Source: an optimization exercise on an open RTL-to-GDS flow (aim: small area and a short achievable clock period). Production flows keep margins and buffers that such runs may drop. At most, simulation tests tie the RTL to the original design; equivalence was not proved. Only the layout flow was run in run 5; the RTL was not checked for function there. Power and IR drop assume default switching activity.

### design.v
`timescale 1ns / 1ps
module mod (
    input logic clk,
    input logic reset,
    input logic [15:0] samp,
    output logic pull,
    output logic pdata
);
    localparam logic [39:0] TH = 40'h00014CCCCC;
    logic [7:0]  cnt;
    logic [15:0] sv;
    logic [39:2] xb;
    logic [39:8] pb;
    logic [1:0] q;
    logic [4:1] cx, cx_n;
    logic [3:1] cp, cp_n;
    logic        q_out;     
    logic        pull_r;    
    wire [7:0] d0_0 = xb[9:2];
    wire o0 = 1'b0;
    wire [7:0] d1_0 = xb[17:10];
    wire a1_1 = &xb[17:10];
    wire a2_1 = &xb[17:11];
    wire g1 = a1_1 & cx[1];
    wire p1 = (a1_1 & !cx[1]) | (a2_1 & !xb[10] & cx[1]);
    wire o1 = g1 | (p1 & o0);
    wire [7:0] d2_0 = xb[25:18];
    wire a1_2 = &xb[25:18];
    wire a2_2 = &xb[25:19];
    wire g2 = a1_2 & cx[2];
    wire p2 = (a1_2 & !cx[2]) | (a2_2 & !xb[18] & cx[2]);
    wire o2 = g2 | (p2 & o1);
    wire [6:0] d3_0 = xb[32:26];
    wire a1_3 = &xb[32:26];
    wire a2_3 = &xb[32:27];
    wire g3 = a1_3 & cx[3];
    wire p3 = (a1_3 & !cx[3]) | (a2_3 & !xb[26] & cx[3]);
    wire o3 = g3 | (p3 & o2);
    wire [6:0] d4_0 = xb[39:33];
    wire s394_0 = (xb[39:33] >= 7'd64);
    wire s394_1 = ((xb[39:33] >= 7'd63) && (xb[39:33] <= 7'd126));
    wire s394_2 = ((xb[39:33] >= 7'd62) && (xb[39:33] <= 7'd125));
    wire y39 = (o3 ? (cx[4] ? s394_2 : s394_1) : (cx[4] ? s394_1 : s394_0));
    wire yz2_0 = (xb[25:18] <= 8'd127);
    wire yz2_1 = (xb[25:18] <= 8'd126) || (xb[25:18] == 8'd255);
    wire yz2_2 = (xb[25:18] <= 8'd125) || (xb[25:18] >= 8'd254);
    wire yz3_0 = (xb[32:26] == 7'd0);
    wire yz3_1 = (xb[32:26] == 7'd127);
    wire yz3_2 = (xb[32:26] == 7'd126);
    wire yz4_0 = (xb[39:33] == 7'd0) || (xb[39:33] == 7'd64);
    wire yz4_1 = (xb[39:33] == 7'd63) || (xb[39:33] == 7'd127);
    wire yz4_2 = (xb[39:33] == 7'd62) || (xb[39:33] == 7'd126);
    wire yz = (o1 ? (cx[2] ? yz2_2 : yz2_1) : (cx[2] ? yz2_1 : yz2_0)) & (o2 ? (cx[3] ? yz3_2 : yz3_1) : (cx[3] ? yz3_1 : yz3_0)) & (o3 ? (cx[4] ? yz4_2 : yz4_1) : (cx[4] ? yz4_1 : yz4_0));
    wire ya2_0 = (xb[25:18] >= 8'd128);
    wire ya2_1 = ((xb[25:18] >= 8'd127) && (xb[25:18] <= 8'd254));
    wire ya2_2 = ((xb[25:18] >= 8'd126) && (xb[25:18] <= 8'd253));
    wire ya3_0 = (xb[32:26] == 7'd127);
    wire ya3_1 = (xb[32:26] == 7'd126);
    wire ya3_2 = (xb[32:26] == 7'd125);
    wire ya4_0 = (xb[39:33] == 7'd63) || (xb[39:33] == 7'd127);
    wire ya4_1 = (xb[39:33] == 7'd62) || (xb[39:33] == 7'd126);
    wire ya4_2 = (xb[39:33] == 7'd61) || (xb[39:33] == 7'd125);
    wire ya = (o1 ? (cx[2] ? ya2_2 : ya2_1) : (cx[2] ? ya2_1 : ya2_0)) & (o2 ? (cx[3] ? ya3_2 : ya3_1) : (cx[3] ? ya3_1 : ya3_0)) & (o3 ? (cx[4] ? ya4_2 : ya4_1) : (cx[4] ? ya4_1 : ya4_0));
    wire ge1a0_0 = (xb[9:2] >= 8'd51);
    wire ge1s1_0 = (xb[17:10] >= 8'd52);
    wire ge1e1_0 = (xb[17:10] == 8'd51);
    wire ge1s1_1 = ((xb[17:10] >= 8'd51) && (xb[17:10] <= 8'd254));
    wire ge1e1_1 = (xb[17:10] == 8'd50);
    wire ge1s1_2 = ((xb[17:10] >= 8'd50) && (xb[17:10] <= 8'd253));
    wire ge1e1_2 = (xb[17:10] == 8'd49);
    wire ge1s2_0 = ((xb[25:18] >= 8'd84) && (xb[25:18] <= 8'd127)) || (xb[25:18] >= 8'd212);
    wire ge1e2_0 = (xb[25:18] == 8'd83) || (xb[25:18] == 8'd211);
    wire ge1s2_1 = ((xb[25:18] >= 8'd83) && (xb[25:18] <= 8'd126)) || ((xb[25:18] >= 8'd211) && (xb[25:18] <= 8'd254));
    wire ge1e2_1 = (xb[25:18] == 8'd82) || (xb[25:18] == 8'd210);
    wire ge1s2_2 = ((xb[25:18] >= 8'd82) && (xb[25:18] <= 8'd125)) || ((xb[25:18] >= 8'd210) && (xb[25:18] <= 8'd253));
    wire ge1e2_2 = (xb[25:18] == 8'd81) || (xb[25:18] == 8'd209);
    wire ge1 = ((o1 ? (cx[2] ? ge1s2_2 : ge1s2_1) : (cx[2] ? ge1s2_1 : ge1s2_0)) | ((o1 ? (cx[2] ? ge1e2_2 : ge1e2_1) : (cx[2] ? ge1e2_1 : ge1e2_0)) & ((o0 ? (cx[1] ? ge1s1_2 : ge1s1_1) : (cx[1] ? ge1s1_1 : ge1s1_0)) | ((o0 ? (cx[1] ? ge1e1_2 : ge1e1_1) : (cx[1] ? ge1e1_1 : ge1e1_0)) & ge1a0_0))));
    wire le2a0_0 = (xb[9:2] <= 8'd204);
    wire le2s1_0 = (xb[17:10] <= 8'd203);
    wire le2e1_0 = (xb[17:10] == 8'd204);
    wire le2s1_1 = (xb[17:10] <= 8'd202) || (xb[17:10] == 8'd255);
    wire le2e1_1 = (xb[17:10] == 8'd203);
    wire le2s1_2 = (xb[17:10] <= 8'd201) || (xb[17:10] >= 8'd254);
    wire le2e1_2 = (xb[17:10] == 8'd202);
    wire le2s2_0 = (xb[25:18] <= 8'd43) || ((xb[25:18] >= 8'd128) && (xb[25:18] <= 8'd171));
    wire le2e2_0 = (xb[25:18] == 8'd44) || (xb[25:18] == 8'd172);
    wire le2s2_1 = (xb[25:18] <= 8'd42) || ((xb[25:18] >= 8'd127) && (xb[25:18] <= 8'd170)) || (xb[25:18] == 8'd255);
    wire le2e2_1 = (xb[25:18] == 8'd43) || (xb[25:18] == 8'd171);
    wire le2s2_2 = (xb[25:18] <= 8'd41) || ((xb[25:18] >= 8'd126) && (xb[25:18] <= 8'd169)) || (xb[25:18] >= 8'd254);
    wire le2e2_2 = (xb[25:18] == 8'd42) || (xb[25:18] == 8'd170);
    wire le2 = ((o1 ? (cx[2] ? le2s2_2 : le2s2_1) : (cx[2] ? le2s2_1 : le2s2_0)) | ((o1 ? (cx[2] ? le2e2_2 : le2e2_1) : (cx[2] ? le2e2_1 : le2e2_0)) & ((o0 ? (cx[1] ? le2s1_2 : le2s1_1) : (cx[1] ? le2s1_1 : le2s1_0)) | ((o0 ? (cx[1] ? le2e1_2 : le2e1_1) : (cx[1] ? le2e1_1 : le2e1_0)) & le2a0_0))));
    wire c0 = !y39 & (!yz | ge1);
    wire c1 = !y39 & (!ya | le2);
    wire s1 = xb[10] ^ pb[10] ^ q[0];
    wire c2 = (xb[10] & pb[10]) | (xb[10] & q[0]) | (pb[10] & q[0]);
    wire s3 = xb[11] ^ pb[11] ^ q[0];
    wire c4 = (xb[11] & pb[11]) | (xb[11] & q[0]) | (pb[11] & q[0]);
    wire s5 = xb[12] ^ pb[12];
    wire c6 = xb[12] & pb[12];
    wire s7 = xb[13] ^ pb[13] ^ cp[1];
    wire c8 = (xb[13] & pb[13]) | (xb[13] & cp[1]) | (pb[13] & cp[1]);
    wire s9 = xb[14] ^ pb[14] ^ q[0];
    wire c10 = (xb[14] & pb[14]) | (xb[14] & q[0]) | (pb[14] & q[0]);
    wire s11 = xb[15] ^ pb[15] ^ q[0];
    wire c12 = (xb[15] & pb[15]) | (xb[15] & q[0]) | (pb[15] & q[0]);
    wire s13 = xb[16] ^ pb[16];
    wire c14 = xb[16] & pb[16];
    wire s15 = xb[17] ^ pb[17] ^ cp[2];
    wire c16 = (xb[17] & pb[17]) | (xb[17] & cp[2]) | (pb[17] & cp[2]);
    wire s17 = xb[18] ^ pb[18] ^ q[0];
    wire c18 = (xb[18] & pb[18]) | (xb[18] & q[0]) | (pb[18] & q[0]);
    wire s19 = xb[19] ^ pb[19] ^ q[0];
    wire c20 = (xb[19] & pb[19]) | (xb[19] & q[0]) | (pb[19] & q[0]);
    wire s21 = xb[20] ^ pb[20];
    wire c22 = xb[20] & pb[20];
    wire s23 = xb[21] ^ pb[21];
    wire c24 = xb[21] & pb[21];
    wire s25 = xb[22] ^ pb[22] ^ q[0];
    wire c26 = (xb[22] & pb[22]) | (xb[22] & q[0]) | (pb[22] & q[0]);
    wire s27 = xb[23] ^ pb[23];
    wire c28 = xb[23] & pb[23];
    wire s29 = xb[24] ^ pb[24] ^ cp[3];
    wire c30 = (xb[24] & pb[24]) | (xb[24] & cp[3]) | (pb[24] & cp[3]);
    wire s31 = xb[25] ^ pb[25] ^ q[0];
    wire c32 = (xb[25] & pb[25]) | (xb[25] & q[0]) | (pb[25] & q[0]);
    wire s33 = xb[26] ^ pb[26];
    wire c34 = xb[26] & pb[26];
    wire s35 = xb[27] ^ pb[27];
    wire c36 = xb[27] & pb[27];
    wire s37 = xb[28] ^ pb[28];
    wire c38 = xb[28] & pb[28];
    wire s39 = xb[29] ^ pb[29];
    wire c40 = xb[29] & pb[29];
    wire s41 = xb[30] ^ pb[30];
    wire c42 = xb[30] & pb[30];
    wire s43 = xb[31] ^ pb[31];
    wire c44 = xb[31] & pb[31];
    wire s45 = xb[32] ^ pb[32];
    wire c46 = xb[32] & pb[32];
    wire s47 = xb[33] ^ pb[33];
    wire c48 = xb[33] & pb[33];
    wire s49 = xb[34] ^ pb[34];
    wire c50 = xb[34] & pb[34];
    wire s51 = xb[35] ^ pb[35];
    wire c52 = xb[35] & pb[35];
    wire s53 = xb[36] ^ pb[36];
    wire c54 = xb[36] & pb[36];
    wire s55 = xb[37] ^ pb[37];
    wire c56 = xb[37] & pb[37];
    wire s57 = xb[38] ^ pb[38];
    wire c58 = xb[38] & pb[38];
    wire s59 = xb[39] ^ pb[39];
    wire c60 = xb[39] & pb[39];
    wire s61 = xb[2] ^ q[0] ^ 1'b0;
    wire c62 = (xb[2] & q[0]) | (xb[2] & 1'b0) | (q[0] & 1'b0);
    wire s63 = xb[3] ^ q[0] ^ c62;
    wire c64 = (xb[3] & q[0]) | (xb[3] & c62) | (q[0] & c62);
    wire s65 = xb[4] ^ c64;
    wire c66 = xb[4] & c64;
    wire s67 = xb[5] ^ c66;
    wire c68 = xb[5] & c66;
    wire s69 = xb[6] ^ q[0] ^ c68;
    wire c70 = (xb[6] & q[0]) | (xb[6] & c68) | (q[0] & c68);
    wire s71 = xb[7] ^ q[0] ^ c70;
    wire c72 = (xb[7] & q[0]) | (xb[7] & c70) | (q[0] & c70);
    wire s73 = xb[8] ^ pb[8] ^ c72;
    wire c74 = (xb[8] & pb[8]) | (xb[8] & c72) | (pb[8] & c72);
    wire s75 = xb[9] ^ pb[9] ^ c74;
    wire c76 = (xb[9] & pb[9]) | (xb[9] & c74) | (pb[9] & c74);
    assign cx_n[1] = c76;
    wire s77 = s1 ^ cx[1];
    wire c78 = s1 & cx[1];
    wire s79 = s3 ^ c2 ^ c78;
    wire c80 = (s3 & c2) | (s3 & c78) | (c2 & c78);
    wire s81 = s5 ^ c4 ^ c80;
    wire c82 = (s5 & c4) | (s5 & c80) | (c4 & c80);
    wire s83 = s7 ^ c6 ^ c82;
    wire c84 = (s7 & c6) | (s7 & c82) | (c6 & c82);
    wire s85 = s9 ^ c8 ^ c84;
    wire c86 = (s9 & c8) | (s9 & c84) | (c8 & c84);
    wire s87 = s11 ^ c10 ^ c86;
    wire c88 = (s11 & c10) | (s11 & c86) | (c10 & c86);
    wire s89 = s13 ^ c12 ^ c88;
    wire c90 = (s13 & c12) | (s13 & c88) | (c12 & c88);
    wire s91 = s15 ^ c14 ^ c90;
    wire c92 = (s15 & c14) | (s15 & c90) | (c14 & c90);
    assign cx_n[2] = c92;
    wire s93 = s17 ^ c16 ^ cx[2];
    wire c94 = (s17 & c16) | (s17 & cx[2]) | (c16 & cx[2]);
    wire s95 = s19 ^ c18 ^ c94;
    wire c96 = (s19 & c18) | (s19 & c94) | (c18 & c94);
    wire s97 = s21 ^ c20 ^ c96;
    wire c98 = (s21 & c20) | (s21 & c96) | (c20 & c96);
    wire s99 = s23 ^ c22 ^ c98;
    wire c100 = (s23 & c22) | (s23 & c98) | (c22 & c98);
    wire s101 = s25 ^ c24 ^ c100;
    wire c102 = (s25 & c24) | (s25 & c100) | (c24 & c100);
    wire s103 = s27 ^ c26 ^ c102;
    wire c104 = (s27 & c26) | (s27 & c102) | (c26 & c102);
    wire s105 = s29 ^ c28 ^ c104;
    wire c106 = (s29 & c28) | (s29 & c104) | (c28 & c104);
    wire s107 = s31 ^ c30 ^ c106;
    wire c108 = (s31 & c30) | (s31 & c106) | (c30 & c106);
    assign cx_n[3] = c108;
    wire s109 = s33 ^ c32 ^ cx[3];
    wire c110 = (s33 & c32) | (s33 & cx[3]) | (c32 & cx[3]);
    wire s111 = s35 ^ c34 ^ c110;
    wire c112 = (s35 & c34) | (s35 & c110) | (c34 & c110);
    wire s113 = s37 ^ c36 ^ c112;
    wire c114 = (s37 & c36) | (s37 & c112) | (c36 & c112);
    wire s115 = s39 ^ c38 ^ c114;
    wire c116 = (s39 & c38) | (s39 & c114) | (c38 & c114);
    wire s117 = s41 ^ c40 ^ c116;
    wire c118 = (s41 & c40) | (s41 & c116) | (c40 & c116);
    wire s119 = s43 ^ c42 ^ c118;
    wire c120 = (s43 & c42) | (s43 & c118) | (c42 & c118);
    wire s121 = s45 ^ c44 ^ c120;
    wire c122 = (s45 & c44) | (s45 & c120) | (c44 & c120);
    assign cx_n[4] = c122;
    wire s123 = s47 ^ c46 ^ cx[4];
    wire c124 = (s47 & c46) | (s47 & cx[4]) | (c46 & cx[4]);
    wire s125 = s49 ^ c48 ^ c124;
    wire c126 = (s49 & c48) | (s49 & c124) | (c48 & c124);
    wire s127 = s51 ^ c50 ^ c126;
    wire c128 = (s51 & c50) | (s51 & c126) | (c50 & c126);
    wire s129 = s53 ^ c52 ^ c128;
    wire c130 = (s53 & c52) | (s53 & c128) | (c52 & c128);
    wire s131 = s55 ^ c54 ^ c130;
    wire c132 = (s55 & c54) | (s55 & c130) | (c54 & c130);
    wire s133 = s57 ^ c56 ^ c132;
    wire c134 = (s57 & c56) | (s57 & c132) | (c56 & c132);
    wire s135 = s59 ^ c58 ^ c134;
    wire c136 = (s59 & c58) | (s59 & c134) | (c58 & c134);
    wire [5:0] ps137 = {1'b0, pb[12], pb[11], pb[10], pb[9], pb[8]} + {1'b0, ~sv[4], ~sv[3], ~sv[2], ~sv[1], ~sv[0]} + 6'(1'b1);
    assign cp_n[1] = ps137[5];
    wire [4:0] ps138 = {1'b0, pb[16], pb[15], pb[14], pb[13]} + {1'b0, ~sv[8], ~sv[7], ~sv[6], ~sv[5]} + 5'(cp[1]);
    assign cp_n[2] = ps138[4];
    wire [7:0] ps139 = {1'b0, pb[23], pb[22], pb[21], pb[20], pb[19], pb[18], pb[17]} + {1'b0, ~sv[15], ~sv[14], ~sv[13], ~sv[12], ~sv[11], ~sv[10], ~sv[9]} + 8'(cp[2]);
    assign cp_n[3] = ps139[7];
    wire inc140 = cp[3] & !(~q[1]);
    wire dec141 = (~q[1]) & !cp[3];
    wire t142 = inc140 | dec141;
    wire s143 = pb[24] ^ t142;
    wire t144 = (inc140 & pb[24]) | (dec141 & !(pb[24]));
    wire s145 = pb[25] ^ t144;
    wire t146 = (inc140 & pb[24] & pb[25]) | (dec141 & !(pb[24] | pb[25]));
    wire s147 = pb[26] ^ t146;
    wire t148 = (inc140 & pb[24] & pb[25] & pb[26]) | (dec141 & !(pb[24] | pb[25] | pb[26]));
    wire s149 = pb[27] ^ t148;
    wire t150 = (inc140 & pb[24] & pb[25] & pb[26] & pb[27]) | (dec141 & !(pb[24] | pb[25] | pb[26] | pb[27]));
    wire s151 = pb[28] ^ t150;
    wire t152 = (inc140 & pb[24] & pb[25] & pb[26] & pb[27] & pb[28]) | (dec141 & !(pb[24] | pb[25] | pb[26] | pb[27] | pb[28]));
    wire s153 = pb[29] ^ t152;
    wire t154 = (inc140 & pb[24] & pb[25] & pb[26] & pb[27] & pb[28] & pb[29]) | (dec141 & !(pb[24] | pb[25] | pb[26] | pb[27] | pb[28] | pb[29]));
    wire s155 = pb[30] ^ t154;
    wire t156 = (inc140 & pb[24] & pb[25] & pb[26] & pb[27] & pb[28] & pb[29] & pb[30]) | (dec141 & !(pb[24] | pb[25] | pb[26] | pb[27] | pb[28] | pb[29] | pb[30]));
    wire s157 = pb[31] ^ t156;
    wire t158 = (inc140 & pb[24] & pb[25] & pb[26] & pb[27] & pb[28] & pb[29] & pb[30] & pb[31]) | (dec141 & !(pb[24] | pb[25] | pb[26] | pb[27] | pb[28] | pb[29] | pb[30] | pb[31]));
    wire s159 = pb[32] ^ t158;
    wire t160 = (inc140 & pb[24] & pb[25] & pb[26] & pb[27] & pb[28] & pb[29] & pb[30] & pb[31] & pb[32]) | (dec141 & !(pb[24] | pb[25] | pb[26] | pb[27] | pb[28] | pb[29] | pb[30] | pb[31] | pb[32]));
    wire s161 = pb[33] ^ t160;
    wire t162 = (inc140 & pb[24] & pb[25] & pb[26] & pb[27] & pb[28] & pb[29] & pb[30] & pb[31] & pb[32] & pb[33]) | (dec141 & !(pb[24] | pb[25] | pb[26] | pb[27] | pb[28] | pb[29] | pb[30] | pb[31] | pb[32] | pb[33]));
    wire s163 = pb[34] ^ t162;
    wire t164 = (inc140 & pb[24] & pb[25] & pb[26] & pb[27] & pb[28] & pb[29] & pb[30] & pb[31] & pb[32] & pb[33] & pb[34]) | (dec141 & !(pb[24] | pb[25] | pb[26] | pb[27] | pb[28] | pb[29] | pb[30] | pb[31] | pb[32] | pb[33] | pb[34]));
    wire s165 = pb[35] ^ t164;
    wire t166 = (inc140 & pb[24] & pb[25] & pb[26] & pb[27] & pb[28] & pb[29] & pb[30] & pb[31] & pb[32] & pb[33] & pb[34] & pb[35]) | (dec141 & !(pb[24] | pb[25] | pb[26] | pb[27] | pb[28] | pb[29] | pb[30] | pb[31] | pb[32] | pb[33] | pb[34] | pb[35]));
    wire s167 = pb[36] ^ t166;
    wire t168 = (inc140 & pb[24] & pb[25] & pb[26] & pb[27] & pb[28] & pb[29] & pb[30] & pb[31] & pb[32] & pb[33] & pb[34] & pb[35] & pb[36]) | (dec141 & !(pb[24] | pb[25] | pb[26] | pb[27] | pb[28] | pb[29] | pb[30] | pb[31] | pb[32] | pb[33] | pb[34] | pb[35] | pb[36]));
    wire s169 = pb[37] ^ t168;
    wire t170 = (inc140 & pb[24] & pb[25] & pb[26] & pb[27] & pb[28] & pb[29] & pb[30] & pb[31] & pb[32] & pb[33] & pb[34] & pb[35] & pb[36] & pb[37]) | (dec141 & !(pb[24] | pb[25] | pb[26] | pb[27] | pb[28] | pb[29] | pb[30] | pb[31] | pb[32] | pb[33] | pb[34] | pb[35] | pb[36] | pb[37]));
    wire s171 = pb[38] ^ t170;
    wire t172 = (inc140 & pb[24] & pb[25] & pb[26] & pb[27] & pb[28] & pb[29] & pb[30] & pb[31] & pb[32] & pb[33] & pb[34] & pb[35] & pb[36] & pb[37] & pb[38]) | (dec141 & !(pb[24] | pb[25] | pb[26] | pb[27] | pb[28] | pb[29] | pb[30] | pb[31] | pb[32] | pb[33] | pb[34] | pb[35] | pb[36] | pb[37] | pb[38]));
    wire s173 = pb[39] ^ t172;
    wire [39:2] xb_n = {s135, s133, s131, s129, s127, s125, s123, s121, s119, s117, s115, s113, s111, s109, s107, s105, s103, s101, s99, s97, s95, s93, s91, s89, s87, s85, s83, s81, s79, s77, s75, s73, s71, s69, s67, s65, s63, s61};
    wire [39:8] pb_n = {s173, s171, s169, s167, s165, s163, s161, s159, s157, s155, s153, s151, s149, s147, s145, s143, ps139[6], ps139[5], ps139[4], ps139[3], ps139[2], ps139[1], ps139[0], ps138[3], ps138[2], ps138[1], ps138[0], ps137[4], ps137[3], ps137[2], ps137[1], ps137[0]};
    always_ff @(posedge clk or posedge reset) begin
        if (reset) begin
            cnt <= 8'hFF;
            pull_r <= 1'b1;
            sv  <= '0;
            xb  <= 38'h2000533332;
            pb  <= '0;
            q   <= '0;
            q_out <= 1'b0;
            cx  <= '0;
            cp  <= '0;
        end else begin
            cnt <= cnt + 8'd1;
            pull_r <= (cnt == 8'hFE);
            if (cnt == 8'hFF) sv <= samp;
            xb  <= xb_n;
            pb  <= pb_n;
            cx  <= cx_n;
            cp  <= cp_n;
            q[0] <= q[0] ? c1 : c0;
            q[1] <= q[1] ? c1 : c0;
            q_out <= q_out ? c1 : c0;
        end
    end
    assign pull  = pull_r;
    assign pdata = q_out;
endmodule
### flow/run.sh
#!/bin/bash
# The standard layout (the standard.sh), but without Yosys's full-adder
# extraction (ADDER_MAP_FILE empty): ABC then maps the adders itself, into
# faster gates than the fixed sky130 fa/ha cells. Registers are unchanged.
# The port buffers are the smallest buffer cell (buffer_ports -buffer_cell).
set -euo pipefail
bash standard.sh ADDER_MAP_FILE= 'BUFFER_PORTS_ARGS=-buffer_cell sky130_fd_sc_hd__buf_1'  finish > standard_flow.log 2>&1
### standard.sh
#!/bin/bash
# synth_recipe.tcl (not shown) runs the flow's synth.tcl, then flattens the netlist and writes it again
# the make line also repeats each setting of config.mk as NAME=value (left out here)
make -C /OpenROAD-flow-scripts/flow DESIGN_CONFIG=/design/flow/config.mk WORK_HOME=/design/flow/orfs CLKGATE_MAP_FILE= SYNTH_SCRIPT=/design/flow/synth_recipe.tcl "${@:-finish}"
### config.mk
export PLATFORM = sky130hd
export DESIGN_NAME = mod
export DESIGN_NICKNAME = mod
export VERILOG_FILES = /design/flow/design.v
export SDC_FILE = /design/flow/constraint.sdc
export NUM_CORES = 4
export LEC_CHECK = 0
export ABC_AREA = 1
export CAP_MARGIN = 20
export CORE_MARGIN = 2
export CORE_UTILIZATION = 40
export SETUP_SLACK_MARGIN = 3.1
export SLEW_MARGIN = 20
### constraint.sdc
create_clock -name core_clock -period 5.2 [get_ports {clk}]
set_input_delay 1.0400 -clock core_clock [delete_from_list [all_inputs] [get_ports {clk}]]
set_output_delay 1.0400 -clock core_clock [all_outputs]
set_load 0.01 [all_outputs]
==> results of run 1 <==
sequential cells by signal (all words and copies together) (netlist names):
name and flops:
xb 38, cx 4, q_out 1, pb 32
cnt 8, pull_r 1, q 2, sv 16
cp 3
cell usage in the layout (no fill, tap or decap), types with 2 or more instances in the layout:
master / synthesis / routed
nand3b_1: 4 / 4
or2_2: 12 / 12
a21oi_1: 40 / 38
o21ai_1: 8 / 5
o22ai_1: 3 / 3
o211ai_1: 5 / 5
nand2_1: 258 / 233
a21o_1: 2 / 2
a21boi_0: 2 / 2
nand3_1: 45 / 35
inv_6: 0 / 3
nand4_1: 13 / 13
clkbuf_16: 0 / 9
a21oi_2: 1 / 2
o21bai_1: 2 / 2
buf_12: 0 / 2
nor2_2: 2 / 6
nor3_1: 15 / 12
inv_8: 0 / 2
inv_2: 2 / 5
a31oi_1: 3 / 3
nor3_2: 0 / 2
clkinvlp_4: 0 / 4
nand3_2: 1 / 11
nand2_2: 5 / 29
nor2_4: 5 / 10
dfrtp_1: 84 / 75
buf_1: 0 / 18
xnor2_1: 30 / 30
nor2_1: 126 / 117
inv_1: 112 / 106
o21ai_0: 42 / 37
dfrtp_2: 0 / 9
maj3_1: 2 / 2
mux2_2: 8 / 8
buf_4: 3 / 31
o21ai_2: 1 / 8
dfstp_2: 21 / 21
xor2_1: 48 / 48
per-layer routing:
metal | vias to the layer above | part of all wire [%] | wire length [microns] | track usage [%]
met5 | - | 0 | 0 | 0
met4 | 0 | 1.8 | 242 | 4.96
met3 | 19 | 2.1 | 274 | 3.10
met2 | 49 | 48 | 6370 | 26.1
met1 | 2509 | 48 | 6360 | 19.8
li1 | 3018 | - | - | -
path summary, 6_finish.rpt:
check                           depth (start not counted)  startpoint  slack, ps     end
worst max-delay path                                    1      pull_r       3160    pull
worst min-delay path                                    1      cnt[0]        490  cnt[0]
worst max register to register                         11      xb[21]       3190    q[1]
worst min register to register                          1      cnt[0]        490  cnt[0]
max in group asynchronous                               3       reset       3640  pb[17]
min in group asynchronous                               2       reset        540  pb[27]
report_power, final:
group	internal, W	leakage [nW]	switching [W]
Clock	0.000338	0.139	0.000346
Sequential	0.00125	1.17	0.000437
Combinational	0.00141	2.51	0.00192
Total	0.00300	3.82	0.00270
stage by stage:
stage          total power [W]  std cells  area, sq um  setup WS, ps
2_1_floorplan          0.00403        919         6620          2920
3_3_place_gp           0.00451       1153         6950          2810
3_5_place_dp           0.00454       1153         6950          2730
4_1_cts                0.00530       1174         7310          3110
5_1_grt                0.00632       1198         7750          3000
6_report               0.00570       1198         7750          3160
layout make-up:
type / count / area [sq um] / area share [%]
multi-input cells: 690 / 3720 / 48.0
flip-flops and latches: 105 / 2670 / 34.4
inverters: 115 / 450 / 5.81
repair buffers: 52 / 345 / 4.46
well taps: 220 / 275 / 3.55
clock buffers: 10 / 229 / 2.96
clock inverters: 6 / 61.3 / 0.791
kinds of logic (layout without fill, tap and decap cells):
family                   Yosys count  in the layout  synth area share [%]
XOR/XNOR                          78             78                  10.3
multiplexers                       8              8                  1.36
buffers and inverters            124            183                  7.24
AND/OR/NAND/NOR                  491            491                  31.5
flip-flops                       105            105                  40.1
adder cells (fa/ha/maj)            2              2                 0.303
AO/OA/AOI/OAI                    111            111                  9.12
repair_timing:
item                                    CTS  global route
resized for setup                         7            83
cloned                                    0             0
endpoints found under the setup margin   18            19
pin swaps                                 0            20
setup buffers                             5            24
==> results.ini, run 1 <==
[setup_path]
crit_required_ps = 4160
startpoint_type = flip-flop
critPathCaptureType = output port
path_buf_inv = 1
path_class = flip-flop to output port
crit_family = flip-flops
critical_path.slowest_cell = dfstp_2
critPathMaxFanout = 1
path_cells = clkbuf_2
max_stage_delay_ps = 520
arrival_ps = 1000

[synthesis]
synth.ff_latch_count = 105
async_flop_share_pct = 100
syn_avg_cell_area_sq_um = 7.20
synth.top_cells.by_count = 258 x nand2_1, 126 x nor2_1, 112 x inv_1
syn_nets = 937
synth_ff_type = dfrtp_1
synth_top_area_share_pct = 31.8
ys_types = 41
synth.most_common_cell = nand2_1
yosys_warnings = 1
synth_edf_count = 0
synth_top_area_cell = dfrtp_1
ys_seq_area_share_pct = 40.1
yosys-top-cells-area = dfrtp_1 32%, nand2_1 15%, dfstp_2 8.3%, nor2_1 7.1%, inv_1 6.4%
syn_area_sq_um = 6620
syn-instance-count = 919

[routing]
wl_per_cell_microns = 11.1
wirelength_microns = 13300
ant_nets = 0
dr.pass1.iters = 5
via_per_inst = 4.67
drc = 0
vias = 5595
first_iter_violations = 277

[sta]
grt_setup_unrepaired = yes
layout_min_cycle_time_ps = 2040
fin_crit_sh_pct = 39.2
fin_skew_ps = 11.8
final.setup.tns_ps = 0
setup_viol = 0
hold_viol = 0
holdWs_ps = 486
slew_headroom_pct = 44.9
clock.fmax_ghz = 0.490
drv_slew = 0
worst_pin_slew_ps = 826

[floorplanning]
die_w_microns = 133
rows = 47
core_area_sq_um = 16300
fp.dieArea_sq_um = 17600
die_height_microns = 133
io_pins = 20
start_util_pct = 40.5

[place]
dp_hpwl_microns = 9280
portBuffers = 19
globalplace.congestion = 0.829

[global_routing]
grt_pass1_vias = 5059
grt_start_max_net_pins = 66
groute.usage.overall_pct = 15.4
overflow = 0
antenna_found_initial = 0
grt_pass1_wl_microns = 22600

[clock_network]
clk_pin_slew_worst_paths_ps = 80
cts-root-buf = clkbuf_16
clockBufferDepth = 2
holdBufCountCts = 0
numCtsBuffers = 9
clock-sinks = 105
cts_tree = built
htreeDepth = 3
insertion_delay_ps = 370

[layout]
fin_util_pct = 47.4
nets = 991
drive_above_1_share_pct = 18.5
fillers = 1693
diodes = 0
area_growth_pct = 17.1

[power]
p_per_area_nw_per_um2 = 735
ir_drop_v = 0.000308
p_leak_nw = 3.82

[min_path]
hold_path_class = flip-flop to flip-flop

[outcome]
status = finished clean

[run]
max_cap_violations = 0

==> inputs of run 2 (changes only) <==
--- a/config.mk
+++ b/config.mk
@@ -9,5 +9,6 @@
 export CAP_MARGIN = 20
 export CORE_MARGIN = 2
 export CORE_UTILIZATION = 40
-export SETUP_SLACK_MARGIN = 3.1
+export GPL_TIMING_DRIVEN = 0
+export SETUP_SLACK_MARGIN = 3.0
 export SLEW_MARGIN = 20
==> results.ini, run 2 <==
[floorplanning]
rows = 47  ; unchanged
die_height_microns = 133  ; unchanged
core_area_sq_um = 16300  ; unchanged
fp.dieArea_sq_um = 17600  ; unchanged
die_w_microns = 133  ; unchanged
io_pins = 20  ; unchanged
start_util_pct = 40.5  ; unchanged

[routing]
ant_nets = 0  ; unchanged
drc = 0  ; unchanged
first_iter_violations = 295  ; was 277
wirelength_microns = 13600  ; was 13,300 microns
dr.pass1.iters = 7  ; was 5
via_per_inst = 4.76  ; was 4.67
vias = 5679  ; was 5,595
wl_per_cell_microns = 11.4  ; was 11.1 microns

[sta]
layout_min_cycle_time_ps = 2160  ; was 2040 ps
setup_viol = 0  ; unchanged
worst_pin_slew_ps = 720  ; was 826 ps
fin_crit_sh_pct = 41.4  ; was 39.2%
setup_slack_ps = 3040  ; was 3160 ps
drv_slew = 0  ; unchanged
fin_skew_ps = 10.2  ; was 11.8 ps
grt_setup_unrepaired = yes  ; unchanged
clock.fmax_ghz = 0.464  ; was 0.490 GHz
hold_viol = 0  ; unchanged
slew_headroom_pct = 51.9  ; was 44.9%
final.setup.tns_ps = 0  ; unchanged

[min_path]
hp-start = cnt[0]  ; unchanged
hold_path_class = flip-flop to flip-flop  ; unchanged
hold_depth = 1  ; unchanged

[setup_path]
crit_family = simple AND/OR/NAND/NOR gates  ; was flip-flops
crit_required_ps = 5450  ; was 4160 ps
arrival_ps = 2410  ; was 1000 ps
critical_path.slowest_cell = dfstp_2  ; unchanged
startpoint_type = flip-flop  ; unchanged
path_buf_inv = 1  ; unchanged
worstRegToRegCells = 13  ; was 11
path_cells = nand4_1 -> nor3_2 -> nand2_1 -> o21ai_2 -> nand3_2 -> nand2_2 -> inv_2 -> nand2_1 -> nand2_1 -> nor3_2 -> nand2_2 -> nand3_2 -> nand2_1  ; was clkbuf_2
r2r-start = xb[10]  ; was xb[21]
path_class = flip-flop to flip-flop  ; was flip-flop to output port
critical_path_depth = 13  ; was 1
critPathMaxFanout = 6  ; was 1
max_stage_delay_ps = 580  ; was 520 ps
critPathLaunch = xb[10]  ; was pull_r
cp_common_cell = nand2_1
critPathCaptureType = flip-flop  ; was output port

[layout]
layout.cells.non_filler = 1192  ; was 1,198
mostFrequentLayoutCell = nand2_1  ; unchanged
area_growth_pct = 15.5  ; was 17.1%
diodes = 0  ; unchanged
largest_register_ffs = 38  ; unchanged
reg_top3 = xb x38, pb x32, sv x16  ; unchanged
regMostFlops = xb  ; unchanged
drive_above_1_share_pct = 15.5  ; was 18.5%
layout_common_cells = 240 x nand2_1, 118 x nor2_1, 108 x inv_1  ; was 233 x nand2_1, 117 x nor2_1, 106 x inv_1
nets = 985  ; was 991

[global_routing]
grt_pass1_vias = 5192  ; was 5,059
use_met2_pct = 27.9  ; was 26.1%
overflow = 0  ; unchanged
grt.busiest_layer = met2  ; unchanged
grt_pass1_wl_microns = 23400  ; was 22,600 microns
use_met1_pct = 20.4  ; was 19.8%
grt_start_max_net_pins = 29  ; was 66
use_met3_pct = 3.14  ; was 3.10%
antenna_found_initial = 0  ; unchanged
groute.usage.overall_pct = 16.2  ; was 15.4%

[clock_network]
clk_pin_slew_worst_paths_ps = 80  ; about the same
clock-sinks = 105  ; unchanged
numCtsBuffers = 9  ; unchanged
insertion_delay_ps = 360  ; was 370 ps
htreeDepth = 3  ; unchanged
cts_tree = built  ; unchanged
clockBufferDepth = 2  ; unchanged
cts-root-buf = clkbuf_16  ; unchanged

[place]
dp_cells = 1161  ; was 1,153
portBuffers = 19  ; unchanged
dp_hpwl_microns = 9850  ; was 9280 microns
globalplace.congestion = 0.879  ; was 0.829
post-place-ws_ps = 2960  ; was 2730 ps

[outcome]
status = finished clean  ; unchanged

[power]
ir_drop_v = 0.000338  ; was 0.000308 V
p_leak_nw = 3.77  ; was 3.82 nW
p_per_area_nw_per_um2 = 727  ; was 735 nW/um^2

[synthesis]
synth_top_area_share_pct = 31.8  ; unchanged
synth.most_common_cell = nand2_1  ; unchanged
synth_top_area_cell = dfrtp_1  ; unchanged
synth_ff_type = dfrtp_1  ; unchanged
ys_types = 41  ; unchanged
yosys-top-cells-area = dfrtp_1 32%, nand2_1 15%, dfstp_2 8.3%, nor2_1 7.1%, inv_1 6.4%  ; unchanged
syn_avg_cell_area_sq_um = 7.20  ; unchanged
synth_edf_count = 0  ; unchanged
syn-instance-count = 919  ; unchanged
synth.ff_latch_count = 105  ; unchanged
yosys_warnings = 1  ; unchanged
ys_seq_area_share_pct = 40.1  ; unchanged
syn_nets = 937  ; unchanged
syn_area_sq_um = 6620  ; unchanged
async_flop_share_pct = 100  ; unchanged
synth.top_cells.by_count = 258 x nand2_1, 126 x nor2_1, 112 x inv_1  ; unchanged

[run]
max_cap_violations = 0  ; unchanged

[run 2: stage by stage]
stage	instance area, sq um	total power [W]	util, %	hold WS, ps
5_1_grt	7640	0.00618	46.8	516
3_5_place_dp	7030	0.00457	43.0	470
3_3_place_gp	6970	0.00451	42.6	471
2_1_floorplan	6620	0.00403	-	454
4_1_cts	7360	0.00531	45.0	495
6_report	7640	0.00556	46.8	492
[run 2: worst paths after layout]
check,endpoint,slack [ps]
worst max-delay path,q[0],3040
worst min-delay path,cnt[0],490
worst max register to register,q[0],3040
worst min register to register,cnt[0],490
max in group asynchronous,xb[15],3620
min in group asynchronous,xb[21],750
[run 2: final cells by class]
class | instances | area, sq um
repair buffers | 37 | 244
plain buffers | 9 | 62.6
well taps | 220 | 275
clock inverters | 7 | 85.1
flip-flops and latches | 105 | 2660
fillers | 1706 | 8700
inverters | 115 | 443
multi-input cells | 690 | 3650
clock buffers | 9 | 225
[run 2: logic make-up after synthesis]
logic type | count (synthesis) | synth area share [%]
buffers and inverters | 124 | 7.24
AOI/OAI and AO/OA | 111 | 9.12
adders and majority gates | 2 | 0.303
muxes | 8 | 1.36
and+or+nand+nor | 491 | 31.5
DFF | 105 | 40.1
xor gates and xnor gates | 78 | 10.3
[run 2: worst register-to-register path, stage by stage, from the launching register on]
cell and delay [ps]:
dfstp_2 580, nand4_1 140, nor3_2 130, nand2_1 130
o21ai_2 250, nand3_2 120, nand2_2 110, inv_2 50
nand2_1 50, nand2_1 70, nor3_2 190, nand2_2 120
nand3_2 80, nand2_1 50
[run 2: timing repair]
item                       in CTS  in global routing
hold buffers                    0                  0
pin swaps                       1                 23
gates resized for setup         3                 63
setup endpoints to repair       5                 28
hold endpoints to repair        0                  0
buffers inserted                1                 14
[run 2: where the power goes]
part	switching [W]	total, W	internal, W
combinational	0.00188	0.00322	0.00134
clock	0.000351	0.000694	0.000343
sequential	0.000402	0.00164	0.00124
[run 2: per-layer routing]
layer,routed length (microns),up-vias,part of all wire [%]
met5,0,-,0
met4,223,0,1.6
met3,384,18,2.8
met2,6520,77,48
met1,6440,2577,47
li1,-,3007,-
==> inputs of run 3 (changes only) <==
--- a/config.mk
+++ b/config.mk
@@ -9,6 +9,5 @@
 export CAP_MARGIN = 20
 export CORE_MARGIN = 2
 export CORE_UTILIZATION = 40
-export GPL_TIMING_DRIVEN = 0
-export SETUP_SLACK_MARGIN = 3.0
+export SETUP_SLACK_MARGIN = 2.95
 export SLEW_MARGIN = 20
==> results.ini, run 3 <==
[layout]
nets = 975  ; was 985
mostFrequentLayoutCell = nand2_1  ; unchanged
diodes = 0  ; unchanged
largest_register_ffs = 38  ; unchanged
drive_above_1_share_pct = 12.3  ; was 15.5%
regMostFlops = xb  ; unchanged
fillers = 1725  ; was 1,706
area_growth_pct = 12.6  ; was 15.5%
layout_common_cells = 249 x nand2_1, 121 x nor2_1, 110 x inv_1  ; was 240 x nand2_1, 118 x nor2_1, 108 x inv_1
reg_top3 = xb x38, pb x32, sv x16  ; unchanged

[setup_path]
critical_path.slowest_cell = dfstp_2  ; unchanged
crit_required_ps = 5460  ; was 5450 ps
critPathLaunch = xb[10]  ; unchanged
path_cells = nand4_1 -> nor3_2 -> nand2_2 -> o21ai_4 -> nand3_1 -> nand2_1 -> inv_1 -> nand2_1 -> nand2_1 -> nor3_1 -> nand2_1 -> nand3_1 -> nand2_1  ; was nand4_1 -> nor3_2 -> nand2_1 -> o21ai_2 -> nand3_2 -> nand2_2 -> inv_2 -> nand2_1 -> nand2_1 -> nor3_2 -> nand2_2 -> nand3_2 -> nand2_1
r2r-start = xb[10]  ; unchanged
crit_family = simple AND/OR/NAND/NOR gates  ; unchanged
critPathCaptureType = flip-flop  ; unchanged
reg2reg_slack_ps = 3110  ; was 3040 ps
arrival_ps = 2350  ; was 2410 ps
critPathMaxFanout = 6  ; unchanged
startpoint_type = flip-flop  ; unchanged
max_stage_delay_ps = 580  ; about the same
cp_common_cell = nand2_1  ; unchanged
path_buf_inv = 1  ; unchanged
path_class = flip-flop to flip-flop  ; unchanged

[routing]
ant_nets = 0  ; unchanged
dr.pass1.iters = 5  ; was 7
wirelength_microns = 12900  ; was 13,600 microns
vias = 5521  ; was 5,679
drc = 0  ; unchanged
via_per_inst = 4.67  ; was 4.76
wl_per_cell_microns = 10.9  ; was 11.4 microns
first_iter_violations = 294  ; was 295

[sta]
worst_pin_slew_ps = 826  ; was 720 ps
fin_skew_ps = 10.7  ; was 10.2 ps
setup_viol = 0  ; unchanged
slew_headroom_pct = 44.9  ; was 51.9%
setup_slack_ps = 3110  ; was 3040 ps
hold_viol = 0  ; unchanged
final.setup.tns_ps = 0  ; unchanged
clock.fmax_ghz = 0.479  ; was 0.464 GHz
holdWs_ps = 486  ; was 492 ps
fin_crit_sh_pct = 40.2  ; was 41.4%
grt_setup_unrepaired = yes  ; unchanged
layout_min_cycle_time_ps = 2090  ; was 2160 ps
drv_slew = 0  ; unchanged

[floorplanning]
start_util_pct = 40.5  ; unchanged
io_pins = 20  ; unchanged
core_area_sq_um = 16300  ; unchanged
rows = 47  ; unchanged
fp.dieArea_sq_um = 17600  ; unchanged
die_w_microns = 133  ; unchanged
die_height_microns = 133  ; unchanged

[clock_network]
holdBufCountCts = 0  ; unchanged
cts-root-buf = clkbuf_16  ; unchanged
clk_pin_slew_worst_paths_ps = 80  ; about the same
cts_tree = built  ; unchanged
htreeDepth = 3  ; unchanged
insertion_delay_ps = 370  ; was 360 ps
clockBufferDepth = 2  ; unchanged
clock-sinks = 105  ; unchanged
numCtsBuffers = 9  ; unchanged

[outcome]
status = finished clean  ; unchanged

[synthesis]
yosys.area_share.adder_pct = 0.303  ; unchanged
syn_avg_cell_area_sq_um = 7.20  ; unchanged
synthSimpleGateAreaFrac_pct = 31.5  ; unchanged
synth_edf_count = 0  ; unchanged
async_flop_share_pct = 100  ; unchanged
ys_seq_area_share_pct = 40.1  ; unchanged
syn-instance-count = 919  ; unchanged
synth.ff_latch_count = 105  ; unchanged
synth_top_area_cell = dfrtp_1  ; unchanged
yosys_warnings = 1  ; unchanged
synth.most_common_cell = nand2_1  ; unchanged
yosys-top-cells-area = dfrtp_1 32%, nand2_1 15%, dfstp_2 8.3%, nor2_1 7.1%, inv_1 6.4%  ; unchanged
syn_area_sq_um = 6620  ; unchanged
syn_nets = 937  ; unchanged
ys_types = 41  ; unchanged
synth_compound_area_share_pct = 9.12  ; unchanged
synth.top_cells.by_count = 258 x nand2_1, 126 x nor2_1, 112 x inv_1  ; unchanged
synth-xor-area-share_pct = 10.3  ; unchanged
synth_top_area_share_pct = 31.8  ; unchanged
synth_mux_area_share_pct = 1.36  ; unchanged
synth_ff_type = dfrtp_1  ; unchanged
synth_top_family_by_area = simple AND/OR/NAND/NOR gates  ; unchanged

[power]
p_per_area_nw_per_um2 = 725  ; was 727 nW/um^2
finalPower_w = 0.00540  ; was 0.00556 W
ir_drop_v = 0.000309  ; was 0.000338 V
p_leak_nw = 3.70  ; was 3.77 nW

[run]
max_cap_violations = 0  ; unchanged

[global_routing]
overflow = 0  ; unchanged
grt_pass1_vias = 5012  ; was 5,192
grt_start_max_net_pins = 66  ; was 29
grt_pass1_wl_microns = 22400  ; was 23,400 microns
groute.usage.overall_pct = 15.3  ; was 16.2%
antenna_found_initial = 0  ; unchanged

[place]
dp_hpwl_microns = 9280  ; was 9850 microns
globalplace.congestion = 0.829  ; was 0.879
post-place-ws_ps = 2730  ; was 2960 ps
portBuffers = 19  ; unchanged

[min_path]
hold_path_class = flip-flop to flip-flop  ; unchanged
hp-start = cnt[0]  ; unchanged

## run 3: cell counts after synthesis
No cell type changed its count.
## run 3: repair_timing
action,4_1_cts,5_1_grt
endpoints found under the setup margin,12,18
buffers inserted,0,13
gates resized for setup,2,32
pin swaps,0,6
## run 3: through the flow
step                instance area (sq um)  cells  utilization (%)
floorplan                            6620    919                -
global placement                     6950   1153             42.5
detailed placement                   6950   1153             42.5
CTS                                  7240   1169             44.3
global route                         7450   1182             45.6
finish                               7450   1182             45.6
## run 3: logic make-up after synthesis
kind of cell | after synthesis
flip-flops | 105
XOR/XNOR | 78
adder cells (fa/ha/maj) | 2
AND/OR/NAND/NOR | 491
AO/OA/AOI/OAI | 111
buffers and inverters | 124
multiplexers | 8
## run 3: metal layers
metal	GRT usage [%]	vias up	part of all wire, %
li1	-	2982	-
met1	19.7	2450	48
met2	25.8	72	47
met3	3.10	17	3.0
met4	4.96	0	1.7
met5	0	-	0
## run 3: final timing paths
path / end / depth (start not counted)
max in group asynchronous: pb[17] / 3
hold reg to reg: cnt[0] / 1
min in group asynchronous: pb[27] / 2
setup reg to reg: q[0] / 13
hold / removal: cnt[0] / 1
setup / recovery: q[0] / 13
## run 3: area by class of cell
cell class / count / area, sq um / share of cell area [%]
Sequential cell: 105 / 2660 / 35.7
Timing Repair Buffer: 36 / 211 / 2.84
Tap cell: 220 / 275 / 3.70
Clock inverter: 6 / 61.3 / 0.823
Multi-Input combinational cell: 690 / 3570 / 47.9
Inverter: 115 / 444 / 5.96
Clock buffer: 10 / 229 / 3.07
## run 3: where the power goes
| part | internal (W) | switching (W) |
|---|---|---|
| Combinational | 0.00126 | 0.00178 |
| Sequential | 0.00125 | 0.000435 |
| Clock | 0.000338 | 0.000345 |
==> inputs of run 4 (changes only) <==
--- a/config.mk
+++ b/config.mk
@@ -9,5 +9,7 @@
 export CAP_MARGIN = 20
 export CORE_MARGIN = 2
 export CORE_UTILIZATION = 40
-export SETUP_SLACK_MARGIN = 2.95
+export CTS_BUF_LIST = sky130_fd_sc_hd__clkbuf_8 sky130_fd_sc_hd__clkbuf_16
+export GPL_TIMING_DRIVEN = 0
+export SETUP_SLACK_MARGIN = 2.9
 export SLEW_MARGIN = 20
==> results.ini, run 4 <==
[synthesis]
synth-xor-area-share_pct = 10.3  ; unchanged
synth_ff_type = dfrtp_1  ; unchanged
synth_top_family_by_area = simple AND/OR/NAND/NOR gates  ; unchanged
synth_top_area_share_pct = 31.8  ; unchanged
synth_top_area_cell = dfrtp_1  ; unchanged
synth.top_cells.by_count = 258 x nand2_1, 126 x nor2_1, 112 x inv_1  ; unchanged
syn_nets = 937  ; unchanged
synth.ff_latch_count = 105  ; unchanged
ys_seq_area_share_pct = 40.1  ; unchanged
yosys.area_share.adder_pct = 0.303  ; unchanged
synth_compound_area_share_pct = 9.12  ; unchanged
syn_avg_cell_area_sq_um = 7.20  ; unchanged
ys_types = 41  ; unchanged
synthSimpleGateAreaFrac_pct = 31.5  ; unchanged
synth.most_common_cell = nand2_1  ; unchanged
yosys_warnings = 1  ; unchanged
synth_edf_count = 0  ; unchanged
synth_mux_area_share_pct = 1.36  ; unchanged
yosys-top-cells-area = dfrtp_1 32%, nand2_1 15%, dfstp_2 8.3%, nor2_1 7.1%, inv_1 6.4%  ; unchanged
syn-instance-count = 919  ; unchanged
syn_area_sq_um = 6620  ; unchanged
async_flop_share_pct = 100  ; unchanged

[global_routing]
groute.usage.overall_pct = 16.1  ; was 15.3%
antenna_found_initial = 0  ; unchanged
grt_pass1_vias = 5194  ; was 5,012
grt_pass1_wl_microns = 23300  ; was 22,400 microns
overflow = 0  ; unchanged
grt_start_max_net_pins = 29  ; was 66

[setup_path]
setup.worst_path.end = q_out  ; was q[0]
reg2reg_slack_ps = 3120  ; was 3110 ps
r2r-start = xb[24]  ; was xb[10]
startpoint_type = flip-flop  ; unchanged
critPathMaxFanout = 9  ; was 6
critPathCaptureType = flip-flop  ; unchanged
arrival_ps = 2330  ; was 2350 ps
regToRegEndpoint = q_out  ; was q[0]
path_class = flip-flop to flip-flop  ; unchanged
worstRegToRegCells = 12  ; was 13
crit_required_ps = 5460  ; about the same
critPathLaunch = xb[24]  ; was xb[10]

[sta]
worst_pin_slew_ps = 719  ; was 826 ps
hold_viol = 0  ; unchanged
setup_slack_ps = 3120  ; was 3110 ps
fin_crit_sh_pct = 40.0  ; was 40.2%
drv_slew = 0  ; unchanged
grt_setup_unrepaired = yes  ; unchanged
setup_viol = 0  ; unchanged
holdWs_ps = 492  ; was 486 ps
final.setup.tns_ps = 0  ; unchanged
slew_headroom_pct = 51.9  ; was 44.9%
clock.fmax_ghz = 0.481  ; was 0.479 GHz
fin_skew_ps = 10.7  ; about the same
layout_min_cycle_time_ps = 2080  ; was 2090 ps

[place]
portBuffers = 19  ; unchanged
dp_hpwl_microns = 9850  ; was 9280 microns
post-place-ws_ps = 2960  ; was 2730 ps
globalplace.congestion = 0.879  ; was 0.829

[clock_network]
htreeDepth = 3  ; unchanged
clockBufferDepth = 2  ; unchanged
clock-sinks = 105  ; unchanged
holdBufCountCts = 0  ; unchanged
numCtsBuffers = 9  ; unchanged
cts-root-buf = clkbuf_16  ; unchanged
cts_tree = built  ; unchanged
clk_pin_slew_worst_paths_ps = 80  ; about the same
insertion_delay_ps = 360  ; was 370 ps

[layout]
area_growth_pct = 13.1  ; was 12.6%
diodes = 0  ; unchanged
largest_register_ffs = 38  ; unchanged
nets = 976  ; was 975
layout_common_cells = 251 x nand2_1, 120 x nor2_1, 110 x inv_1  ; was 249 x nand2_1, 121 x nor2_1, 110 x inv_1
fin_util_pct = 45.8  ; was 45.6%
reg_top3 = xb x38, pb x32, sv x16  ; unchanged
regMostFlops = xb  ; unchanged
mostFrequentLayoutCell = nand2_1  ; unchanged
drive_above_1_share_pct = 12.0  ; was 12.3%

[power]
ir_drop_v = 0.000346  ; was 0.000309 V
p_leak_nw = 3.72  ; was 3.70 nW
finalPower_w = 0.00539  ; was 0.00540 W
p_per_area_nw_per_um2 = 720  ; was 725 nW/um^2

[floorplanning]
io_pins = 20  ; unchanged
die_w_microns = 133  ; unchanged
die_height_microns = 133  ; unchanged
rows = 47  ; unchanged
start_util_pct = 40.5  ; unchanged
fp.dieArea_sq_um = 17600  ; unchanged
core_area_sq_um = 16300  ; unchanged

[routing]
vias = 5590  ; was 5,521
wl_per_cell_microns = 11.2  ; was 10.9 microns
first_iter_violations = 309  ; was 294
wirelength_microns = 13200  ; was 12,900 microns
drc = 0  ; unchanged
via_per_inst = 4.73  ; was 4.67
ant_nets = 0  ; unchanged
dr.pass1.iters = 5  ; unchanged

[min_path]
hold_path_class = flip-flop to flip-flop  ; unchanged

[outcome]
status = finished clean  ; unchanged

[run]
max_cap_violations = 0  ; unchanged

## run 4: cell counts after synthesis
Identical to the previous run, type by type.
## run 4: cell families (layout without fill, tap and decap cells)
family,count (synthesis),after routing
flops,105,105
mux,8,8
simple gates,491,491
buf+inv,124,168
fa+ha+maj,2,2
xor+xnor,78,78
compound gates,111,111
## run 4: timing repair
| action | in CTS | in global routing |
|---|---|---|
| setup buffers | 0 | 6 |
| resized for setup | 0 | 34 |
| setup endpoints to repair | 0 | 17 |
## run 4: worst min path at each step
| stage | start | endpoint | cells after the start |
|---|---|---|---|
| 4_1_cts | cnt[0] | cnt[0] | 1 |
| 3_3_place_gp | cnt[0] | cnt[0] | 1 |
| 6_report | cnt[0] | cnt[0] | 1 |
| 2_1_floorplan | cnt[0] | cnt[0] | 1 |
| 3_5_place_dp | cnt[0] | cnt[0] | 1 |
| 5_1_grt | cnt[0] | cnt[0] | 1 |
## run 4: layout make-up
class                      instances  area [sq um]
fill                            1700          8870
multi-input combinational        690          3560
sequential                       105          2660
inverter                         115           443
tap                              220           275
clock buffer                       9           225
timing repair buffer              28           176
clock inverter                     7          85.1
buffer                             9          58.8
## run 4: critical path, stage by stage, from the launching register on
cell      delay, ps
dfstp_2         520
clkbuf_4        180
inv_1            80
nor3_4          150
nand4_1         150
nand2_1         130
o21ai_0         120
nand2_1          80
nand3_1          70
o21ai_0         160
nand4_1         170
nand3b_1        120
nand2_1          50
## run 4: report_power, final
group	total (W)	internal, W	switching (W)
combinational	0.00305	0.00125	0.00180
clock	0.000695	0.000343	0.000351
sequential	0.00164	0.00124	0.000400
## run 4: through the flow
stage	instance area, sq um	cells
floorplan	6620	919
global placement	6970	1158
detailed placement	7030	1161
CTS	7340	1177
global route	7480	1183
finish	7480	1183
## run 4: metal layers
metal	vias up	global-route usage, %	routed length [microns]
met1	2518	20.2	6290
met2	64	27.8	6310
met3	16	3.14	389
met5	-	0	0
li1	2992	-	-
met4	0	5.44	229
==> inputs of run 5 (changes only) <==
--- a/design.v
+++ b/design.v
@@ -13,7 +13,7 @@
     logic [39:8] pb;
     logic [1:0] q;
     logic [4:1] cx, cx_n;
-    logic [3:1] cp, cp_n;
+    logic [4:1] cp, cp_n;
     logic        q_out;     
     logic        pull_r;    
     wire [7:0] d0_0 = xb[9:2];
@@ -135,8 +135,8 @@
     wire c42 = xb[30] & pb[30];
     wire s43 = xb[31] ^ pb[31];
     wire c44 = xb[31] & pb[31];
-    wire s45 = xb[32] ^ pb[32];
-    wire c46 = xb[32] & pb[32];
+    wire s45 = xb[32] ^ pb[32] ^ cp[4];
+    wire c46 = (xb[32] & pb[32]) | (xb[32] & cp[4]) | (pb[32] & cp[4]);
     wire s47 = xb[33] ^ pb[33];
     wire c48 = xb[33] & pb[33];
     wire s49 = xb[34] ^ pb[34];
@@ -237,42 +237,28 @@
     assign cp_n[2] = ps138[4];
     wire [7:0] ps139 = {1'b0, pb[23], pb[22], pb[21], pb[20], pb[19], pb[18], pb[17]} + {1'b0, ~sv[15], ~sv[14], ~sv[13], ~sv[12], ~sv[11], ~sv[10], ~sv[9]} + 8'(cp[2]);
     assign cp_n[3] = ps139[7];
-    wire inc140 = cp[3] & !(~q[1]);
-    wire dec141 = (~q[1]) & !cp[3];
-    wire t142 = inc140 | dec141;
-    wire s143 = pb[24] ^ t142;
-    wire t144 = (inc140 & pb[24]) | (dec141 & !(pb[24]));
-    wire s145 = pb[25] ^ t144;
-    wire t146 = (inc140 & pb[24] & pb[25]) | (dec141 & !(pb[24] | pb[25]));
-    wire s147 = pb[26] ^ t146;
-    wire t148 = (inc140 & pb[24] & pb[25] & pb[26]) | (dec141 & !(pb[24] | pb[25] | pb[26]));
-    wire s149 = pb[27] ^ t148;
-    wire t150 = (inc140 & pb[24] & pb[25] & pb[26] & pb[27]) | (dec141 & !(pb[24] | pb[25] | pb[26] | pb[27]));
-    wire s151 = pb[28] ^ t150;
-    wire t152 = (inc140 & pb[24] & pb[25] & pb[26] & pb[27] & pb[28]) | (dec141 & !(pb[24] | pb[25] | pb[26] | pb[27] | pb[28]));
-    wire s153 = pb[29] ^ t152;
-    wire t154 = (inc140 & pb[24] & pb[25] & pb[26] & pb[27] & pb[28] & pb[29]) | (dec141 & !(pb[24] | pb[25] | pb[26] | pb[27] | pb[28] | pb[29]));
-    wire s155 = pb[30] ^ t154;
-    wire t156 = (inc140 & pb[24] & pb[25] & pb[26] & pb[27] & pb[28] & pb[29] & pb[30]) | (dec141 & !(pb[24] | pb[25] | pb[26] | pb[27] | pb[28] | pb[29] | pb[30]));
-    wire s157 = pb[31] ^ t156;
-    wire t158 = (inc140 & pb[24] & pb[25] & pb[26] & pb[27] & pb[28] & pb[29] & pb[30] & pb[31]) | (dec141 & !(pb[24] | pb[25] | pb[26] | pb[27] | pb[28] | pb[29] | pb[30] | pb[31]));
-    wire s159 = pb[32] ^ t158;
-    wire t160 = (inc140 & pb[24] & pb[25] & pb[26] & pb[27] & pb[28] & pb[29] & pb[30] & pb[31] & pb[32]) | (dec141 & !(pb[24] | pb[25] | pb[26] | pb[27] | pb[28] | pb[29] | pb[30] | pb[31] | pb[32]));
-    wire s161 = pb[33] ^ t160;
-    wire t162 = (inc140 & pb[24] & pb[25] & pb[26] & pb[27] & pb[28] & pb[29] & pb[30] & pb[31] & pb[32] & pb[33]) | (dec141 & !(pb[24] | pb[25] | pb[26] | pb[27] | pb[28] | pb[29] | pb[30] | pb[31] | pb[32] | pb[33]));
-    wire s163 = pb[34] ^ t162;
-    wire t164 = (inc140 & pb[24] & pb[25] & pb[26] & pb[27] & pb[28] & pb[29] & pb[30] & pb[31] & pb[32] & pb[33] & pb[34]) | (dec141 & !(pb[24] | pb[25] | pb[26] | pb[27] | pb[28] | pb[29] | pb[30] | pb[31] | pb[32] | pb[33] | pb[34]));
-    wire s165 = pb[35] ^ t164;
-    wire t166 = (inc140 & pb[24] & pb[25] & pb[26] & pb[27] & pb[28] & pb[29] & pb[30] & pb[31] & pb[32] & pb[33] & pb[34] & pb[35]) | (dec141 & !(pb[24] | pb[25] | pb[26] | pb[27] | pb[28] | pb[29] | pb[30] | pb[31] | pb[32] | pb[33] | pb[34] | pb[35]));
-    wire s167 = pb[36] ^ t166;
-    wire t168 = (inc140 & pb[24] & pb[25] & pb[26] & pb[27] & pb[28] & pb[29] & pb[30] & pb[31] & pb[32] & pb[33] & pb[34] & pb[35] & pb[36]) | (dec141 & !(pb[24] | pb[25] | pb[26] | pb[27] | pb[28] | pb[29] | pb[30] | pb[31] | pb[32] | pb[33] | pb[34] | pb[35] | pb[36]));
-    wire s169 = pb[37] ^ t168;
-    wire t170 = (inc140 & pb[24] & pb[25] & pb[26] & pb[27] & pb[28] & pb[29] & pb[30] & pb[31] & pb[32] & pb[33] & pb[34] & pb[35] & pb[36] & pb[37]) | (dec141 & !(pb[24] | pb[25] | pb[26] | pb[27] | pb[28] | pb[29] | pb[30] | pb[31] | pb[32] | pb[33] | pb[34] | pb[35] | pb[36] | pb[37]));
-    wire s171 = pb[38] ^ t170;
-    wire t172 = (inc140 & pb[24] & pb[25] & pb[26] & pb[27] & pb[28] & pb[29] & pb[30] & pb[31] & pb[32] & pb[33] & pb[34] & pb[35] & pb[36] & pb[37] & pb[38]) | (dec141 & !(pb[24] | pb[25] | pb[26] | pb[27] | pb[28] | pb[29] | pb[30] | pb[31] | pb[32] | pb[33] | pb[34] | pb[35] | pb[36] | pb[37] | pb[38]));
-    wire s173 = pb[39] ^ t172;
+    wire [8:0] ps140 = {1'b0, pb[31], pb[30], pb[29], pb[28], pb[27], pb[26], pb[25], pb[24]} + {1'b0, ~q[1], ~q[1], ~q[1], ~q[1], ~q[1], ~q[1], ~q[1], ~q[1]} + 9'(cp[3]);
+    assign cp_n[4] = ps140[8];
+    wire inc141 = cp[4] & !(~q[1]);
+    wire dec142 = (~q[1]) & !cp[4];
+    wire t143 = inc141 | dec142;
+    wire s144 = pb[32] ^ t143;
+    wire t145 = (inc141 & pb[32]) | (dec142 & !(pb[32]));
+    wire s146 = pb[33] ^ t145;
+    wire t147 = (inc141 & pb[32] & pb[33]) | (dec142 & !(pb[32] | pb[33]));
+    wire s148 = pb[34] ^ t147;
+    wire t149 = (inc141 & pb[32] & pb[33] & pb[34]) | (dec142 & !(pb[32] | pb[33] | pb[34]));
+    wire s150 = pb[35] ^ t149;
+    wire t151 = (inc141 & pb[32] & pb[33] & pb[34] & pb[35]) | (dec142 & !(pb[32] | pb[33] | pb[34] | pb[35]));
+    wire s152 = pb[36] ^ t151;
+    wire t153 = (inc141 & pb[32] & pb[33] & pb[34] & pb[35] & pb[36]) | (dec142 & !(pb[32] | pb[33] | pb[34] | pb[35] | pb[36]));
+    wire s154 = pb[37] ^ t153;
+    wire t155 = (inc141 & pb[32] & pb[33] & pb[34] & pb[35] & pb[36] & pb[37]) | (dec142 & !(pb[32] | pb[33] | pb[34] | pb[35] | pb[36] | pb[37]));
+    wire s156 = pb[38] ^ t155;
+    wire t157 = (inc141 & pb[32] & pb[33] & pb[34] & pb[35] & pb[36] & pb[37] & pb[38]) | (dec142 & !(pb[32] | pb[33] | pb[34] | pb[35] | pb[36] | pb[37] | pb[38]));
+    wire s158 = pb[39] ^ t157;
     wire [39:2] xb_n = {s135, s133, s131, s129, s127, s125, s123, s121, s119, s117, s115, s113, s111, s109, s107, s105, s103, s101, s99, s97, s95, s93, s91, s89, s87, s85, s83, s81, s79, s77, s75, s73, s71, s69, s67, s65, s63, s61};
-    wire [39:8] pb_n = {s173, s171, s169, s167, s165, s163, s161, s159, s157, s155, s153, s151, s149, s147, s145, s143, ps139[6], ps139[5], ps139[4], ps139[3], ps139[2], ps139[1], ps139[0], ps138[3], ps138[2], ps138[1], ps138[0], ps137[4], ps137[3], ps137[2], ps137[1], ps137[0]};
+    wire [39:8] pb_n = {s158, s156, s154, s152, s150, s148, s146, s144, ps140[7], ps140[6], ps140[5], ps140[4], ps140[3], ps140[2], ps140[1], ps140[0], ps139[6], ps139[5], ps139[4], ps139[3], ps139[2], ps139[1], ps139[0], ps138[3], ps138[2], ps138[1], ps138[0], ps137[4], ps137[3], ps137[2], ps137[1], ps137[0]};
     always_ff @(posedge clk or posedge reset) begin
         if (reset) begin
             cnt <= 8'hFF;
--- a/config.mk
+++ b/config.mk
@@ -9,7 +9,6 @@
 export CAP_MARGIN = 20
 export CORE_MARGIN = 2
 export CORE_UTILIZATION = 40
-export CTS_BUF_LIST = sky130_fd_sc_hd__clkbuf_8 sky130_fd_sc_hd__clkbuf_16
 export GPL_TIMING_DRIVEN = 0
 export SETUP_SLACK_MARGIN = 2.9
 export SLEW_MARGIN = 20
==> results.ini, run 5 <==
[run]
max_cap_violations = 0  ; unchanged

[setup_path]
crit_required_ps = 5480  ; was 5460 ps
critPathMaxFanout = 8  ; was 9
path_buf_inv = 1  ; was 2
path_class = flip-flop to flip-flop  ; unchanged
critPathCaptureType = flip-flop  ; unchanged
startpoint_type = flip-flop  ; unchanged

[sta]
final.setup.tns_ps = 0  ; unchanged
hold_viol = 0  ; unchanged

[synthesis]
synth_edf_count = 0  ; unchanged
synth.ff_latch_count = 106  ; was 105
synth_top_area_cell = dfrtp_1  ; unchanged
synth.most_common_cell = nand2_1  ; unchanged
syn_nets = 925  ; was 937

[routing]
wl_per_cell_microns = 10.5  ; was 11.2 microns
via_per_inst = 4.63  ; was 4.73
vias = 5411  ; was 5,590

[global_routing]
groute.usage.overall_pct = 15.1  ; was 16.1%
overflow = 0  ; unchanged
antenna_found_initial = 0  ; unchanged
grt_pass1_wl_microns = 21900  ; was 23,300 microns

[clock_network]
insertion_delay_ps = 360  ; about the same
htreeDepth = 3  ; unchanged
cts_tree = built  ; unchanged

[power]
ir_drop_v = 0.000277  ; was 0.000346 V
switching_share_pct = 46.5  ; was 47.5%
comb_power_share_pct = 58.1  ; was 56.6%
p_sw_w = 0.00259  ; was 0.00256 W

[layout]
seq_area_sq_um = 2680  ; was 2660 sq um
nets = 965  ; was 976
largest_register_ffs = 38  ; unchanged

[floorplanning]
die_w_microns = 132  ; was 133 microns
fp.dieArea_sq_um = 17600  ; about the same

[outcome]
status = finished clean  ; unchanged

==> run 5: timing repair <==
| action | in CTS | in global routing |
|---|---|---|
| endpoints found under the setup margin | 0 | 10 |
| buffers inserted | 0 | 7 |
| resized for setup | 0 | 25 |
==> run 5: final timing paths <==
kind | slack (ps) | to | startpoint | cells past startpoint
setup / recovery | 3070 | q[1] | xb[24] | 12
hold / removal | 480 | cnt[0] | cnt[0] | 1
setup reg to reg | 3070 | q[1] | xb[24] | 12
hold reg to reg | 480 | cnt[0] | cnt[0] | 1
max in group asynchronous | 3650 | xb[19] | reset | 4
min in group asynchronous | 740 | xb[2] | reset | 2
==> run 5: layout make-up <==
cell class                      instances  share of cell area (%)
Clock inverter                          6                   0.992
Inverter                              107                    5.45
Sequential cell                       106                    36.0
Multi-Input combinational cell        682                    47.5
Clock buffer                           10                    3.08
Buffer                                 12                   0.908
Timing Repair Buffer                   29                    2.47
Tap cell                              216                    3.63
==> run 5: metrics by stage <==
| stage | area [sq um] | utilization [%] | hold WS, ps | instances | total power [W] |
|---|---|---|---|---|---|
| after floorplan | 6610 | - | 454 | 907 | 0.00423 |
| after detailed placement | 7010 | 43.8 | 466 | 1145 | 0.00478 |
| after global routing | 7440 | 46.5 | 502 | 1168 | 0.00624 |
| after global placement | 6950 | 43.4 | 466 | 1142 | 0.00472 |
| after CTS | 7310 | 45.7 | 486 | 1161 | 0.00552 |
| final | 7440 | 46.5 | 483 | 1168 | 0.00558 |
==> run 5: power groups by stage <==
stage | logic, W | clock network, W | registers [W]
after global placement | 0.00307 | 0 | 0.00165
after global routing | 0.00378 | 0.000762 | 0.00170
after CTS | 0.00315 | 0.000731 | 0.00164
after floorplan | 0.00268 | 0 | 0.00155
after detailed placement | 0.00313 | 0 | 0.00165
final | 0.00324 | 0.000697 | 0.00164
==> run 5: kinds of logic (layout without fill, tap and decap cells) <==
group / count (synthesis) / in the layout / share of synthesized area [%]
multiplexers: 10 / 10 / 1.71
AND/OR/NAND/NOR: 483 / 483 / 30.4
flip-flops: 106 / 106 / 40.6
adder cells (fa/ha/maj): 1 / 1 / 0.152
AO/OA/AOI/OAI: 105 / 105 / 9.06
buffers and inverters: 119 / 164 / 6.99
XOR/XNOR: 83 / 83 / 11.1
==> run 5: worst reg2reg max path: cells and delay by family, from the launching register on <==
kind            cells  cell delay, ps
compound gates      3             430
flops               1             510
simple gates        7             700
buf+inv             1             170
xor+xnor            1             240
==> run 5: routing by layer <==
metal	track usage, %	vias up
li1	-	2951
met1	20.1	2389
met2	24.7	62
met3	3.91	9
met4	4.00	0
met5	0	-

[re-timing with driven ports]
The flow's constraints put no driver on any port. The routed layouts listed below were extracted and timed again, unchanged, in two steps. Step 1 sets driving cells, clkbuf_16 on the clock port and buf_2 on the other inputs (assumed; they add their load-dependent delay and slew). Step 2 times the ports against the registers' clock, not the clock port: input delays grow and output delays shrink by t, the midpoint of the rising clock arrivals with the driver on. Slacks: ideal / step 1 / step 2; pairs: ideal / step 1.
run | t, ns | slack for setup (ns)
run 1 | 0.402 | 3.159 / 3.117 / 3.189
run 2 | 0.396 | 3.045 / 3.045 / 3.045
run 3 | 0.404 | 3.111 / 3.089 / 3.111
run 4 | 0.397 | 3.122 / 3.100 / 3.122
run 5 | 0.394 | 3.066 / 3.066 / 3.066
After both steps every run listed still meets setup and hold.
